Context: an optimization exercise on an open-source flow, tuned for small area and a short achievable clock period. The choices shown serve that exercise and are no tape-out recipe.
Where RTL was checked, it was by simulation tests only, not by an equivalence proof against the original.
No activity file was given, so power comes from the tool's default toggle rates.

## VKSA_256_top
module VKSA_256_top (in_clk, in_A, in_B, in_CI, out_S, out_CO);
  input in_clk;
  input [255:0] in_A, in_B;
  input in_CI;
  output reg [255:0] out_S;
  output reg out_CO;
  wire [255:0] w_bs;
  wire [64:0] w_bg;
  reg [255:0] r_bs;
  reg [64:0] r_bg;
  wire [255:0] w_S;
  wire w_CO;
  VKSA_blocks U0 (.in_A(in_A), .in_B(in_B), .in_CI(in_CI), .out_BS(w_bs), .out_BG(w_bg));
  always @(posedge in_clk) begin
    r_bs <= w_bs;
    r_bg <= w_bg;
    out_S <= w_S;
    out_CO <= w_CO;
  end
  VKSA_256 U1 (.in_BS(r_bs), .in_BG(r_bg), .out_S(w_S), .out_CO(w_CO));
endmodule
Size in the first run: roughly 580 flip-flops, ~0.022 mm² of cells after synthesis.
export LEC_CHECK = 0
export CAP_MARGIN = 20
export CORE_AREA = 17 17 227 227
export CTS_CLUSTER_DIAMETER = 120
export CTS_CLUSTER_SIZE = 24
export DIE_AREA = 0 0 244 244
export PLACE_DENSITY = 0.5
export SETUP_SLACK_MARGIN = 3.1
export SLEW_MARGIN = 20
export SYNTH_HIERARCHICAL = 1
export TNS_END_PERCENT = 5
create_clock -name core_clock -period 5.5 [get_ports {in_clk}]
standard.sh (not shown) runs the stock make flow with config.mk's settings and CLKGATE_MAP_FILE= SYNTH_SCRIPT=/design/flow/synth_recipe.tcl, a recipe that flattens the netlist after the stock synthesis.
==> flow/flow/run.sh <==
#!/bin/bash
# Standard synthesis and layout, with plain minimum-size buffers on the ports
# (buffer_ports would otherwise pick clkdlybuf4s50_1, a slow delay cell), and
# with every gate reset to its smallest drive strength after global placement
# (flow/downsize.tcl), so that timing repair upsizes only what it needs.
set -euo pipefail
bash standard.sh synth > synth.log 2>&1
bash standard.sh "BUFFER_PORTS_ARGS=-buffer_cell sky130_fd_sc_hd__buf_1" \
  "POST_GLOBAL_PLACE_TCL=$PWD/flow/downsize.tcl" finish > layout.log 2>&1
==> flow/flow/downsize.tcl <==
# Start timing repair from minimum-size gates: every combinational cell that
# synthesis mapped to a larger drive strength is swapped for the smallest cell
# of the same function (same name but for the drive-strength suffix). The
# resizer then upsizes only the gates that timing needs.
set n 0
set saved 0.0
foreach inst [get_cells *] {
  set lc [get_lib_cells -of_objects $inst]
  if {$lc eq "" || $lc eq "NULL"} { continue }
  set name [get_name $lc]
  if {![regexp {^(sky130_fd_sc_hd__[a-z0-9]+)_([0-9]+)$} $name -> base drive]} { continue }
  if {[string match "*df*" $base] || [string match "*clk*" $base] || [string match "*tap*" $base]} { continue }
  set best $name
  set best_area [get_property $lc area]
  foreach cand [get_lib_cells ${base}_*] {
    set cname [get_name $cand]
    if {![regexp "^${base}_\[0-9\]+\$" $cname]} { continue }
    if {[get_property $cand dont_use]} { continue }
    set a [get_property $cand area]
    if {$a < $best_area} { set best $cname; set best_area $a }
  }
  if {$best ne $name} {
    set saved [expr {$saved + [get_property $lc area] - $best_area}]
    replace_cell $inst [get_lib_cells $best]
    incr n
  }
}
puts "downsize.tcl: downsized $n cells, [format %.1f $saved] um2"
Change:
--- a/flow/config.mk
+++ b/flow/config.mk
@@ -12,5 +12,5 @@
 export DIE_AREA = 0 0 244 244
 export PLACE_DENSITY = 0.5
-export SETUP_SLACK_MARGIN = 3.1
+export SETUP_SLACK_MARGIN = 3.15
 export SLEW_MARGIN = 20
 export SYNTH_HIERARCHICAL = 1
The changed run went through all stages and came out clean. Cell area is higher by 0.42%. Setup slack barely changes. Total power stays flat. Flip-flop and latch count does not change. Routed wire length hardly moves. Worst hold slack barely changes. Sequential share of layout area barely changes. First-iteration DRC count is higher by 12%. Sequential power hardly moves. Global-route usage barely changes.
Change:
--- a/flow/config.mk
+++ b/flow/config.mk
@@ -11,6 +11,5 @@
 export CTS_CLUSTER_SIZE = 24
 export DIE_AREA = 0 0 244 244
-export PLACE_DENSITY = 0.5
-export SETUP_SLACK_MARGIN = 3.15
+export SETUP_SLACK_MARGIN = 3.3
 export SLEW_MARGIN = 20
 export SYNTH_HIERARCHICAL = 1
=> Via count went up by about 2.4%. Cell area went up by about 3.2%. Final cell count went up by about 0.7%. Combinational power went up by about 5%. Utilization went up by 2.1 points.
Change:
--- a/flow/config.mk
+++ b/flow/config.mk
@@ -8,8 +8,9 @@
 export CAP_MARGIN = 20
 export CORE_AREA = 17 17 227 227
-export CTS_CLUSTER_DIAMETER = 120
-export CTS_CLUSTER_SIZE = 24
+export CTS_CLUSTER_DIAMETER = 100
+export CTS_CLUSTER_SIZE = 20
 export DIE_AREA = 0 0 244 244
-export SETUP_SLACK_MARGIN = 3.3
+export PLACE_DENSITY = 0.5
+export SETUP_SLACK_MARGIN = 3.2
 export SLEW_MARGIN = 20
 export SYNTH_HIERARCHICAL = 1
Effect: Total power came out higher by 0.85%. Worst hold slack loses 0.014 ns. Sequential power came out lower by about 1%. Global-route usage came out lower by 0.67 points. Clock power came out higher by 13%. Routed wire length came out lower by 4.2%. Count of clock-buffer cells in the layout came out higher by 9. Flip-flop and latch count is unchanged. First-iteration DRC count came out lower by 15%. Sequential share of layout area came out higher by 0.65 points. Register-to-register slack loses 0.08 ns.

Another version of the RTL of VKSA_256_top (not shown whole).
Size in the first run: about 1900 cells after synthesis, ~580 flip-flops, ~770 I/O pins, ~23000 µm² of cells after synthesis.
Settings: LEC_CHECK=0, CAP_MARGIN=20, CORE_AREA=22 22 222 222, CTS_CLUSTER_DIAMETER=120, CTS_CLUSTER_SIZE=24, DIE_AREA=0 0 244 244, SETUP_SLACK_MARGIN=3.25, SLEW_MARGIN=20, SYNTH_HIERARCHICAL=1, TNS_END_PERCENT=5; clock period 5.5 ns.
==> flow/flow/run.sh <==
#!/bin/bash
# Standard synthesis and layout, but with plain buffers on the ports
# (buffer_ports would otherwise pick clkdlybuf4s50_1, a slow delay cell).
set -euo pipefail
bash standard.sh synth > synth.log 2>&1
bash standard.sh "BUFFER_PORTS_ARGS=-buffer_cell ${PORT_BUF:-sky130_fd_sc_hd__buf_1}" finish > layout.log 2>&1
Next try:
==> flow/flow/run.sh (replaced) <==
#!/bin/bash
# Standard synthesis and layout, with plain minimum-size buffers on the ports
# (buffer_ports would otherwise pick clkdlybuf4s50_1, a slow delay cell), and
# power/area recovery (downsizing gates off the critical paths) after global
# routing.
set -euo pipefail
bash standard.sh synth > synth.log 2>&1
bash standard.sh "BUFFER_PORTS_ARGS=-buffer_cell sky130_fd_sc_hd__buf_1" \
  "RECOVER_POWER=${RECOVER_POWER:-100}" finish > layout.log 2>&1
--- a/flow/config.mk
+++ b/flow/config.mk
@@ -9 +9 @@
-export CORE_AREA = 22 22 222 222
+export CORE_AREA = 17 17 227 227
The new run ran to the end with no violations.
Register-to-register slack degrades by 1.3 ns.
Power drops by 1.1%.
Hold slack improves by 0.0074 ns.
Setup slack loses 1.3 ns.
Sequential share of layout area rose by 0.85 points.
Final area falls by 1.8%.
Critical path depth shrinks by 1.
Clock-buffer cell count stays the same.
Final cell count rose by 2.2%.
Function was not checked in any run of this note: the RTL went through the layout flow alone.

run A:
VKSA_256_top with an RTL version that a note above also has.
Size in the first run: roughly 1900 cells after synthesis, ~770 I/O pins.
clock: 5.5 ns
lec_check: 0
cap_margin: 20
core_area: 17 17 227 227
cts_cluster_diameter: 120
cts_cluster_size: 24
die_area: 0 0 244 244
place_density: 0.45
setup_slack_margin: 3.25
slew_margin: 20
synth_hierarchical: 1
tns_end_percent: 5
==> flow/flow/run.sh <==
#!/bin/bash
# Standard synthesis and layout, with plain minimum-size buffers on the ports
# (buffer_ports would otherwise pick clkdlybuf4s50_1, a slow delay cell), and
# with every gate reset to its smallest drive strength after global placement
# (flow/downsize.tcl), so that timing repair upsizes only what it needs.
set -euo pipefail
bash standard.sh synth > synth.log 2>&1
bash standard.sh "BUFFER_PORTS_ARGS=-buffer_cell sky130_fd_sc_hd__buf_1" \
  "POST_GLOBAL_PLACE_TCL=$PWD/flow/downsize.tcl" finish > layout.log 2>&1
Scripts as last shown in full above: flow/flow/downsize.tcl
Run A: no failed stages, no open violations at the end
Here is what was changed in the inputs of run B compared with run A.
Settings: PLACE_DENSITY: 0.45 -> 0.5; SETUP_SLACK_MARGIN: 3.25 -> 3.3.
### Flow results
NOTE: area growth from synthesis to final layout in run B exceeds that of run A. Relative to run A, detail-routed net length per standard cell has gone up in run B. In the metrics for run A and run B, the one carrying the higher ratio of total power to cell area is run A. When run B is measured against run A, its worst path arrival time turns out 1.54 ns higher. Re design area: run A was lower than run B. On number of instances in the placed design, run A and run B are basically level.
### run B -> run C
Settings: removing PLACE_DENSITY (formerly 0.5); setting GPL_ROUTABILITY_DRIVEN to 0 for the first time; changing SETUP_SLACK_MARGIN from 3.3 to 3.25.
Notes after the runs:
Run C vs. run B: combinational power decreased by about 2% relative to the old numbers, relative contribution of combinational cells to total power decreased by 0.3 points relative to the old numbers, final net count closely matched the old numbers, power after layout decreased by 0.048 mW relative to the old numbers.

RTL: one of the versions met above, not the one the previous note started from.
Size in the first run: ~580 flip-flops, roughly 770 I/O pins, roughly 23000 um^2 of cells after synthesis.
Settings: LEC_CHECK=0, CAP_MARGIN=20, CORE_AREA=17 17 227 227, CTS_CLUSTER_DIAMETER=120, CTS_CLUSTER_SIZE=24, DIE_AREA=0 0 244 244, SETUP_SLACK_MARGIN=3.25, SLEW_MARGIN=20, SYNTH_HIERARCHICAL=1, TNS_END_PERCENT=20; clock period 5.5 ns.
==> flow/flow/run.sh <==
#!/bin/bash
# Standard synthesis and layout, but with plain buffers on the ports
# (buffer_ports would otherwise pick clkdlybuf4s50_1, a slow delay cell).
set -euo pipefail
bash standard.sh synth > synth.log 2>&1
bash standard.sh "BUFFER_PORTS_ARGS=-buffer_cell ${PORT_BUF:-sky130_fd_sc_hd__buf_1}" finish > layout.log 2>&1
Rerun with:
Settings changed: PLACE_DENSITY set to 0.75, TNS_END_PERCENT 20 to 5.
Effect: Sequential cell count is unchanged; worst setup slack got worse by 0.054 ns; via count rose by 1.1%.
Rerun with:
==> flow/flow/run.sh (replaced) <==
#!/bin/bash
# Standard synthesis and layout, with plain buffers on the ports (buffer_ports
# would otherwise pick clkdlybuf4s50_1, a slow delay cell): minimum-size
# buffers on the inputs, and larger ones on the outputs, which drive the
# output load.
set -euo pipefail
bash standard.sh synth > synth.log 2>&1
bash standard.sh "BUFFER_PORTS_ARGS=-buffer_cell sky130_fd_sc_hd__buf_1" \
  "POST_GLOBAL_PLACE_TCL=$PWD/flow/outbuf.tcl" \
  "OUT_BUF_CELL=${OUT_BUF_CELL:-sky130_fd_sc_hd__buf_2}" finish > layout.log 2>&1
==> flow/flow/outbuf.tcl (new file) <==
# Upsize the output-port buffers that buffer_ports inserted (all outputs get
# the cell named in OUT_BUF_CELL); the input-port buffers stay minimum size.
set block [ord::get_db_block]
set n 0
foreach bterm [$block getBTerms] {
  if {[$bterm getIoType] ne "OUTPUT"} { continue }
  set net [$bterm getNet]
  foreach iterm [$net getITerms] {
    if {[$iterm isOutputSignal]} {
      set inst [$iterm getInst]
      if {[string match "*buf*" [[$inst getMaster] getName]]} {
        replace_cell [get_cells [$inst getName]] [get_lib_cells $::env(OUT_BUF_CELL)]
        incr n
      }
    }
  }
}
puts "outbuf.tcl: resized $n output buffers to $::env(OUT_BUF_CELL)"
Settings changed: PLACE_DENSITY 0.75 to not set.
After rerunning: Final cell count stays flat; hold slack is better by 0.0037 ns; clock power barely changes; core utilization rises by 0.83 points; routed wire length falls by a few percent; critical path depth grows by 1; combinational power grows by a few percent; design area rose slightly; clock skew rises by 0.0053 ns; global-route usage decreases by 0.78 points.
Rerun with:
==> flow/flow/run.sh (replaced) <==
#!/bin/bash
# Standard synthesis and layout, but with plain buffers on the ports
# (buffer_ports would otherwise pick clkdlybuf4s50_1, a slow delay cell).
set -euo pipefail
bash standard.sh synth > synth.log 2>&1
bash standard.sh "BUFFER_PORTS_ARGS=-buffer_cell ${PORT_BUF:-sky130_fd_sc_hd__buf_1}" finish > layout.log 2>&1
Settings changed: SETUP_SLACK_MARGIN 3.25 to 3.35.
removed: flow/flow/outbuf.tcl
Outcome: Final cell count came out higher by 1.6%; count of clock-buffer cells in the layout does not change; setup slack is better by 0.011 ns; routed wire length came out higher by 1.7%.
No functional check of the RTL was part of any run of this note.

-- re-timing with driven ports --
The flow's constraints put no driver on any port. The routed layouts listed below were extracted and timed again, unchanged, in two steps.
Step 1 sets driving cells, clkbuf_16 on the clock port and buf_2 on the other inputs (assumed; they add their load-dependent delay and slew).
Step 2, shift: input delay + t, output delay - t, t = (earliest + latest rising clock arrival at the registers) / 2. This alone moves slack from input paths to output paths.
a / b / c = ideal / step 1 / step 2; a / b = the first two.
run | shift t [ns] | slack for setup (ns) | clock arrival spread, ns | cell pins on the clock port's net
the first run of note 1 | 0.633 | 3.111 / 3.051 / 2.615 | 0.025 / 0.025 | 1
the second run of note 1 | 0.634 | 3.113 / 3.053 / 2.613 | 0.026 / 0.026 | 1
the third run of note 1 | 0.636 | 3.221 / 3.171 / 2.611 | 0.026 / 0.026 | 1
the fourth run of note 1 | 0.597 | 3.170 / 3.139 / 2.608 | 0.014 / 0.014 | 1
the first run of note 2 | 0.630 | 3.142 / 3.098 / 2.834 | 0.024 / 0.024 | 1
the second run of note 2 | 0.639 | 1.820 / 1.820 / 1.820 | 0.027 / 0.027 | 1
run A | 0.627 | 3.191 / 3.131 / 2.624 | 0.024 / 0.025 | 1
run B | 0.635 | 3.204 / 3.149 / 2.588 | 0.026 / 0.027 | 1
run C | 0.633 | 3.164 / 3.121 / 2.620 | 0.027 / 0.026 | 1
the first run of note 4 | 0.630 | 3.169 / 3.118 / 2.832 | 0.026 / 0.026 | 1
the second run of note 4 | 0.639 | 3.115 / 3.115 / 2.816 | 0.026 / 0.026 | 1
the third run of note 4 | 0.646 | 3.190 / 3.152 / 2.853 | 0.028 / 0.028 | 1
the fourth run of note 4 | 0.637 | 3.201 / 3.201 / 2.838 | 0.026 / 0.027 | 1
After both steps every run listed still meets setup and hold. The setup slack of run B, which loses most, moves by -0.055 ns with the drivers and by -0.616 ns with both steps.
